This is an optimization exercise on Yosys and OpenROAD, whose aim is small area, a short achievable clock period and few clock cycles, not a production implementation. Only simulation tests tie the RTL to the original design; equivalence was not proved. Power is estimated from default activity; no workload was simulated.

## wip/quartz
==> flow/design.v (excerpt) <==
module ahb_lite_fir_filter
(
  input  wire        clk,
  input  wire        n_rst,
  input  wire        hsel,
  input  wire [3:0]  haddr,
  input  wire        hsize,
  input  wire [1:0]  htrans,
  input  wire        hwrite,
  input  wire [15:0] hwdata,
  output reg  [15:0] hrdata,
  output reg         hresp
);
Size in the first run: roughly 1700 cells after synthesis, roughly 300 flip-flops.
export LEC_CHECK = 0
export CAP_MARGIN = 20
export CORE_MARGIN = 2
export CORE_UTILIZATION = 60
export CTS_BUF_LIST = sky130_fd_sc_hd__clkbuf_16
export CTS_CLUSTER_DIAMETER = 80
export CTS_CLUSTER_SIZE = 25
export SLEW_MARGIN = 20
create_clock -name core_clock -period 11.0 [get_ports {clk}]
standard.sh (not shown) runs the stock make flow with config.mk's settings and CLKGATE_MAP_FILE= SYNTH_SCRIPT=/design/flow/synth_recipe.tcl, a recipe that flattens the netlist after the stock synthesis.
==> flow/flow/run.sh <==
#!/bin/bash
set -uo pipefail
export SETUP_SLACK_MARGIN=6.25
export BUFFER_PORTS_ARGS="-buffer_cell sky130_fd_sc_hd__buf_2"
bash standard.sh > standard.log 2>&1
Both conditions hold for wip/quartz: the flow ran to the end and the final layout passed the timing, DRC and antenna checks.
Testbench counts of wip/quartz, summed over its fixed seeds: cycles 4,104.
Setup changes, wip/quartz to wip/juniper
Settings: swapping 60 for 70 in CORE_UTILIZATION.
==> flow/flow/run.sh <==
#!/bin/bash
set -uo pipefail
export SETUP_SLACK_MARGIN=6.0
export BUFFER_PORTS_ARGS="-buffer_cell sky130_fd_sc_hd__buf_2"
bash standard.sh > standard.log 2>&1
==> comparison <==
wip/juniper reached the end of the flow, and the finished layout is clean on the timing, DRC and antenna checks.
Fraction of power consumed by combinational cells, wip/quartz and wip/juniper, higher one = wip/quartz.
wip/quartz → wip/juniper: number of standard cells in the final layout excluding fillers decreased by 4.4% relative to the old numbers, total instance count after detailed placement decreased by 57 relative to the old numbers.
In wip/juniper, the synthesis-to-finish area growth came out 3.2 points below the value in wip/quartz.
Edits applied to the flow inputs when going from wip/juniper to wip/nickel:
Settings: CORE_UTILIZATION: 70 -> 60.
### Flow results
- wip/juniper and wip/nickel ended up with nearly the same highest clock frequency the design can meet.
- Going from wip/juniper to wip/nickel, the total track usage was found to have gone down by 4.0 points.
- Going from wip/juniper to wip/nickel, proportion of cell area occupied by multi-input gates did not really move, sum of routed wire segments on met1 shows an increase of about 11%, period utilization now sits at about the same level.
- The number of clock buffers in the layout on wip/nickel is in line with that on wip/juniper.
Edits applied to the flow inputs when going from wip/nickel to wip/fjord:
Settings: ABC_AREA now 1, previously not set.
Findings:
For largest net degree at the start of global routing, dividing the value from wip/nickel by the value from wip/fjord gives 0.907. wip/fjord vs wip/nickel — non-clock buffer count rose about 28%. Compare wip/nickel and wip/fjord | power attributed to the clock group higher: wip/fjord.

* * *

v17:
Starting RTL as in the previous note.
## ahb_lite_fir_filter
module ahb_lite_fir_filter
(
  input  wire        clk,
  input  wire        n_rst,
  input  wire        hsel,
  input  wire [3:0]  haddr,
  input  wire        hsize,
  input  wire [1:0]  htrans,
  input  wire        hwrite,
  input  wire [15:0] hwdata,
  output reg  [15:0] hrdata,
  output reg         hresp
);
export LEC_CHECK = 0
export CAP_MARGIN = 20
export CORE_MARGIN = 2
export CORE_UTILIZATION = 70
export CTS_BUF_LIST = sky130_fd_sc_hd__clkbuf_16
export CTS_CLUSTER_DIAMETER = 80
export CTS_CLUSTER_SIZE = 25
export SLEW_MARGIN = 20
create_clock -name core_clock -period 11.0 [get_ports {clk}]
==> flow/flow/run.sh <==
#!/bin/bash
set -uo pipefail
export SETUP_SLACK_MARGIN=6.0
export BUFFER_PORTS_ARGS="-buffer_cell sky130_fd_sc_hd__buf_2"
export CTS_ARGS="-sink_clustering_enable -repair_clock_nets -sink_clustering_size 25 -sink_clustering_max_diameter 80 -buf_list sky130_fd_sc_hd__clkbuf_16 -dont_use_dummy_load"
R=orfs/results/sky130hd/ahb_lite_fir_filter/base
bash standard.sh synth > synth.log 2>&1 || exit 1
cp $R/1_2_yosys.v synth_netlist.v
python3 flow/polfa.py synth_netlist.v $R/1_2_yosys.v > polfa.log 2>&1 || exit 1
rm -f $R/1_synth.odb $R/1_synth.sdc
bash standard.sh > standard.log 2>&1
Other scripts of this flow, unchanged in this note and not shown: flow/flow/polfa.py
Testbench counts of v17, summed over its fixed seeds: cycles 4,104.
Input changes introduced in v21 (baseline for comparison: v17):
--- a/flow/flow/run.sh
+++ b/flow/flow/run.sh
@@ -3,5 +3,4 @@
 export SETUP_SLACK_MARGIN=6.0
 export BUFFER_PORTS_ARGS="-buffer_cell sky130_fd_sc_hd__buf_2"
-export CTS_ARGS="-sink_clustering_enable -repair_clock_nets -sink_clustering_size 25 -sink_clustering_max_diameter 80 -buf_list sky130_fd_sc_hd__clkbuf_16 -dont_use_dummy_load"
 R=orfs/results/sky130hd/ahb_lite_fir_filter/base
 bash standard.sh synth > synth.log 2>&1 || exit 1
--- a/flow/config.mk
+++ b/flow/config.mk
@@ -8,5 +8,5 @@
 export CAP_MARGIN = 20
 export CORE_MARGIN = 2
-export CORE_UTILIZATION = 70
+export CORE_UTILIZATION = 60
 export CTS_BUF_LIST = sky130_fd_sc_hd__clkbuf_16
 export CTS_CLUSTER_DIAMETER = 80
[summary]
Summary — largest voltage drop on the vdd net, v21 relative to v17: lower, by 0.0097 mV. Achievable frequency: v21 and v17 compared, higher one is v21. Compared to v17, the routing of v21 uses more wire. The critical setup path kind comes out in2out in one run and reg2out in the other, namely in v17 and v21 respectively. v21 ends up with a clock share of power that is 2.7 points higher than in v17. Diff v17 -> v21: via count normalized by instance count decreased about 4.5%, worst hold-check slack increased 0.0093 ns, buffer and inverter count on the worst path decreased 1. NOTE: layout overhead on the synthesized area in v21 exceeds that of v17. Higher slew at the pin with the worst max-slew slack goes to v17 over v21.
[inputs] v48 vs v21
--- a/flow/flow/run.sh
+++ b/flow/flow/run.sh
@@ -3,4 +3,5 @@
 export SETUP_SLACK_MARGIN=6.0
 export BUFFER_PORTS_ARGS="-buffer_cell sky130_fd_sc_hd__buf_2"
+export CTS_ARGS="-sink_clustering_enable -repair_clock_nets -sink_clustering_size 25 -sink_clustering_max_diameter 80 -buf_list sky130_fd_sc_hd__clkbuf_16 -dont_use_dummy_load"
 R=orfs/results/sky130hd/ahb_lite_fir_filter/base
 bash standard.sh synth > synth.log 2>&1 || exit 1
--- a/flow/config.mk
+++ b/flow/config.mk
@@ -8,7 +8,8 @@
 export CAP_MARGIN = 20
 export CORE_MARGIN = 2
-export CORE_UTILIZATION = 60
+export CORE_UTILIZATION = 70
 export CTS_BUF_LIST = sky130_fd_sc_hd__clkbuf_16
 export CTS_CLUSTER_DIAMETER = 80
 export CTS_CLUSTER_SIZE = 25
 export SLEW_MARGIN = 20
+export TNS_END_PERCENT = 20
Notes after the runs:
- Relative contribution of combinational cells to total power ended up 0.2 points higher on v48 than on v21.
- Number of well taps, v48 vs v21: down by more than 10%
- Initial antenna violation count: v48 vs v21 down 1
Relative to v48, the following input files were edited for v31:
--- a/flow/config.mk
+++ b/flow/config.mk
@@ -12,4 +12,4 @@
 export CTS_CLUSTER_DIAMETER = 80
 export CTS_CLUSTER_SIZE = 25
+export GPL_ROUTABILITY_DRIVEN = 0
 export SLEW_MARGIN = 20
-export TNS_END_PERCENT = 20
Results
v31 reached the final stage; the timing, DRC and antenna checks on its layout passed.
Changes observed in v31 relative to v48: flip-flop and latch count has remained practically unchanged, stage delay of the slowest cell on the critical path went up 0.05 ns.
v31 and v48 ended up with roughly the same power.
Summary of the comparison: power density relative to cell area is higher in v31, relative to v48.
On number of vias per cell after detailed routing, the higher figure sits with v31, not v48.
Summary of v31 over v48: final setup slack of the worst path closely matched the old numbers; final cell count without fillers decreased by 8 relative to the old numbers; portion of total power attributed to the clock network closely matched the old numbers; clock skew decreased by 0.0061 ns relative to the old numbers.
Edits applied to the flow inputs when going from v31 to v57:
--- a/flow/config.mk
+++ b/flow/config.mk
@@ -12,4 +12,4 @@
 export CTS_CLUSTER_DIAMETER = 80
 export CTS_CLUSTER_SIZE = 25
-export GPL_ROUTABILITY_DRIVEN = 0
+export GPL_TIMING_DRIVEN = 0
 export SLEW_MARGIN = 20
Results
- The total wire length of v57 was inferior to that of v31.
- Re fraction of area in registers: v31 and v57 aren't equal, and the higher value belongs to v31.
- Est. power | v57 vs v31 | v57 higher
- Part of the total power dissipated in combinational logic, v31 and v57: larger value in v57
- The first-pass GRT wire length of v57 exceeds that of v31 by about 9%.
- Diff v57..v31 | post-synth design cell area | unchanged
- v57 against v31: via count shows an increase of 925, share of post-route cells with drive strength above 1 shows an increase of 4.5 points.
- v31 -> v57: clock latency at the later pin of the worst-skew pair flat
- Delta(final net count, v57 - v31) > 0

## static timing again, ports no longer ideal
Ports are ideal in the flow. The routed layouts listed here were re-timed in OpenROAD. Step 1: set_driving_cell puts a clkbuf_16 on clk and a buf_2 on each other input, an assumption about the parent block. Step 2 also shifts input and output timing later by t, the mid clock arrival at the registers, as if the neighbouring blocks saw the same clock. a / b / c = ideal ports / drivers / drivers and shift; a / b = the first two.
| run | t (ns) | setup slack, ns | latest minus earliest clock arrival (ns) | cell pins on the clock port's net |
|---|---|---|---|---|
| wip/quartz | 0.546 | 6.082 / 6.030 / 6.030 | 0.021 / 0.021 | 1 |
| wip/juniper | 0.546 | 6.039 / 6.009 / 6.009 | 0.027 / 0.027 | 1 |
| wip/nickel | 0.553 | 6.032 / 6.010 / 6.010 | 0.031 / 0.030 | 1 |
| wip/fjord | 0.583 | 6.050 / 6.000 / 6.000 | 0.055 / 0.054 | 1 |
| v17 | 0.527 | 6.025 / 5.993 / 5.993 | 0.046 / 0.046 | 1 |
| v21 | 0.546 | 6.043 / 5.992 / 6.039 | 0.020 / 0.020 | 1 |
| v48 | 0.538 | 5.997 / 5.977 / 5.977 | 0.048 / 0.048 | 1 |
| v31 | 0.542 | 5.999 / 5.967 / 5.967 | 0.041 / 0.041 | 1 |
| v57 | 0.543 | 5.955 / 5.930 / 5.930 | 0.060 / 0.060 | 1 |
After both steps every run listed still meets setup and hold. The setup slack of wip/quartz, which loses most, moves by -0.052 ns with the drivers and by -0.052 ns with both steps.
